Source: an optimization exercise on an open RTL-to-GDS flow (aim: small area). Production flows keep margins and buffers that such runs may drop. In this exercise RTL edits were held to simulation tests only and were not proved equivalent to the original. No activity file was given, so power comes from the tool's default toggle rates.

Design top_module, start of the top module:
module top_module(
    input clk,
    rst,
    floor_0_p,
    floor_1_p,
    floor_2_p,
    floor_3_p,
    floor_4_p,
    direction_1,
    direction_2,
    direction_3,
    floor_0_d,
    floor_1_d,
    floor_2_d,
    floor_3_d,
    floor_4_d,
    output led_inside_0,
    led_inside_1,
    led_inside_2,
    led_inside_3,
    led_inside_4,
    led_outside_0,
    led_outside_1,
    led_outside_2,
    led_outside_3,
    led_outside_4,
    led_busy,
    a_out,b_out,c_out,d_out,e_out,f_out,g_out,p_out,
    output [7:0] an
);
For scale: roughly 370 cells after synthesis, roughly 42 I/O pins, ~3200 um^2 of cells after synthesis.
Settings: LEC_CHECK=0, CAP_MARGIN=0, CORE_MARGIN=2, CORE_UTILIZATION=55, SLEW_MARGIN=0, BUFFER_PORTS_ARGS=-buffer_cell sky130_fd_sc_hd__buf_1, CTS_ARGS=-sink_clustering_enable -repair_clock_nets -dont_use_dummy_load -buf_list sky130_fd_sc_hd__clkbuf_2 -root_buf sky130_fd_sc_hd__clkbuf_4; clock period 10.0 ns.
standard.sh (not shown) runs the stock make flow with config.mk's settings and CLKGATE_MAP_FILE= SYNTH_SCRIPT=/design/flow/synth_recipe.tcl, a recipe that flattens the netlist after the stock synthesis.
==> flow/flow/run.sh <==
#!/bin/bash
# ORFS layout as the standard.sh makes it, with two changes:
#  - ports are buffered with the smallest buffer cell (buf_1), and CTS
#    options are set (flow/extra.mk);
#  - after the standard synthesis, its combinational logic is re-mapped
#    with longer ABC scripts (flow/resyn.tcl with flow/resyn_*.abc, each
#    also run a second time on its own result); registers are untouched.
#    The smallest result that keeps every register, is fully mapped and
#    that Yosys proves equivalent to the standard netlist (flow/eqchk.tcl)
#    is laid out; if none qualifies, the standard netlist is.
# Each tool writes its full output to a log file in this folder.
set -euo pipefail
cd "$(dirname "${BASH_SOURCE[0]}")/.."
W=$(pwd)
cat flow/extra.mk >> config.mk

bash standard.sh synth > log_1_synth.log 2>&1

R=$W/orfs/results/${FLOW_PLATFORM}/top_module/base
cp "$R/1_2_yosys.v" "$W/std_1_2_yosys.v"
YOSYS=$(command -v yosys || echo "$FLOW_HOME/../tools/install/yosys/bin/yosys")
export RESYN_LIB="$FLOW_HOME/platforms/sky130hd/lib/sky130_fd_sc_hd__tt_025C_1v80.lib"
export RESYN_TOP="$FLOW_TOP"
export RESYN_DONT_USE="$(sed -n '/DONT_USE_CELLS/,/^$/p' "$FLOW_HOME/platforms/sky130hd/config.mk" | grep -o 'sky130_fd_sc_hd__[a-z0-9_]*' | tr '\n' ' ')"
STD="$W/std_1_2_yosys.v"
n_std=$(grep -cE '^\s*sky130_fd_sc_hd__e?dfxtp_[0-9]+ ' "$STD" || true)

# try: run one re-mapping; print "area file" if the result is usable
try() {  # in out script log
  if RESYN_IN="$1" RESYN_OUT="$2" RESYN_SCRIPT="$3" "$YOSYS" -c "$W/flow/resyn.tcl" > "$4" 2>&1; then
    local n_new n_asg area
    n_new=$(grep -cE '^\s*sky130_fd_sc_hd__e?dfxtp_[0-9]+ ' "$2" || true)
    n_asg=$(grep -cE '^\s*assign ' "$2" || true)
    area=$(grep "Chip area for module" "$4" | tail -1 | awk '{print $NF}')
    if [[ "$n_std" -gt 0 && "$n_std" == "$n_new" && "$n_asg" == 0 && -n "$area" ]]; then
      echo "$area $2"
    fi
  fi
}
: > resyn_candidates.txt
for s in flow/resyn_*.abc; do
  k=$(basename "$s" .abc)
  try "$STD" "$W/${k}_1.v" "$W/$s" "log_2_${k}_1.log" >> resyn_candidates.txt || true
  if [[ -f "$W/${k}_1.v" ]]; then
    try "$W/${k}_1.v" "$W/${k}_2.v" "$W/$s" "log_2_${k}_2.log" >> resyn_candidates.txt || true
  fi
done
sort -g resyn_candidates.txt > resyn_sorted.txt
chosen=""
sed "s/^module $FLOW_TOP(/module eq_gold(/" "$STD" > "$W/eq_gold.v"
while read -r area f; do
  sed "s/^module $FLOW_TOP(/module eq_gate(/" "$f" > "$W/eq_gate.v"
  if EQ_GOLD="$W/eq_gold.v" EQ_GATE="$W/eq_gate.v" "$YOSYS" -c "$W/flow/eqchk.tcl" > "log_2_eqchk_$(basename "$f" .v).log" 2>&1; then
    chosen="$f"; break
  fi
done < resyn_sorted.txt
echo "chosen: ${chosen:-standard netlist}" > log_2_resyn_choice.log
cat resyn_sorted.txt >> log_2_resyn_choice.log
if [[ -n "$chosen" ]]; then
  cp "$chosen" "$R/1_2_yosys.v"
  touch "$R/1_2_yosys.v"
fi

bash standard.sh > log_3_finish.log 2>&1
==> flow/flow/extra.mk <==
export BUFFER_PORTS_ARGS = -buffer_cell sky130_fd_sc_hd__buf_1
export CTS_ARGS = -sink_clustering_enable -repair_clock_nets -dont_use_dummy_load -buf_list sky130_fd_sc_hd__clkbuf_2 -root_buf sky130_fd_sc_hd__clkbuf_4
Other scripts of this flow, unchanged in this note and not shown: flow/flow/eqchk.tcl, flow/flow/resyn.tcl, flow/flow/resyn_a.abc, flow/flow/resyn_b.abc, flow/flow/resyn_c.abc, flow/flow/resyn_d.abc
Rerun with:
==> flow/flow/extra.mk (replaced) <==
export BUFFER_PORTS_ARGS = -buffer_cell sky130_fd_sc_hd__buf_1
export CTS_ARGS = -sink_clustering_enable -repair_clock_nets -dont_use_dummy_load -buf_list "sky130_fd_sc_hd__clkbuf_4 sky130_fd_sc_hd__clkbuf_8" -root_buf sky130_fd_sc_hd__clkbuf_4
--- a/flow/config.mk
+++ b/flow/config.mk
@@ -9,5 +9,5 @@
 export CORE_MARGIN = 2
-export CORE_UTILIZATION = 55
+export CORE_UTILIZATION = 40
 export SLEW_MARGIN = 0
 export BUFFER_PORTS_ARGS = -buffer_cell sky130_fd_sc_hd__buf_1
-export CTS_ARGS = -sink_clustering_enable -repair_clock_nets -dont_use_dummy_load -buf_list sky130_fd_sc_hd__clkbuf_2 -root_buf sky130_fd_sc_hd__clkbuf_4
+export CTS_ARGS = -sink_clustering_enable -repair_clock_nets -dont_use_dummy_load -buf_list "sky130_fd_sc_hd__clkbuf_4 sky130_fd_sc_hd__clkbuf_8" -root_buf sky130_fd_sc_hd__clkbuf_4
The changed run completed without violations.
Sequential share of layout area fell by 0.50 points.
Routed wire length goes down by 0.35%.
Setup slack is better by 49 ps.
Synthesized area does not change.
Utilization is lower by 17 points.
Non-clock buffer count is unchanged.
Die area came out higher by 35%.
Power came out lower by about 1.3%.
Fmax came out higher by 1.2%.

[separate check: timing with driven ports]
The flow's constraints put no driver on any port. The routed layouts listed below were extracted and timed again, unchanged, in two steps.
Step 1: set_driving_cell puts a clkbuf_16 on clk and a buf_2 on each other input, an assumption about the parent block.
Step 2 also shifts input and output timing later by t, the mid clock arrival at the registers, as if the neighbouring blocks saw the same clock.
Three values: ideal, step 1, step 2; two values: the first two.
run | shift t [ns] | setup slack, ns | hold WS [ns]
the first run | 0.418 | 5.812 / 5.785 / 6.203 | 0.427 / 0.427 / 0.427
the second run | 0.418 | 5.861 / 5.834 / 6.252 | 0.435 / 0.435 / 0.435
After both steps every run listed still meets setup and hold.
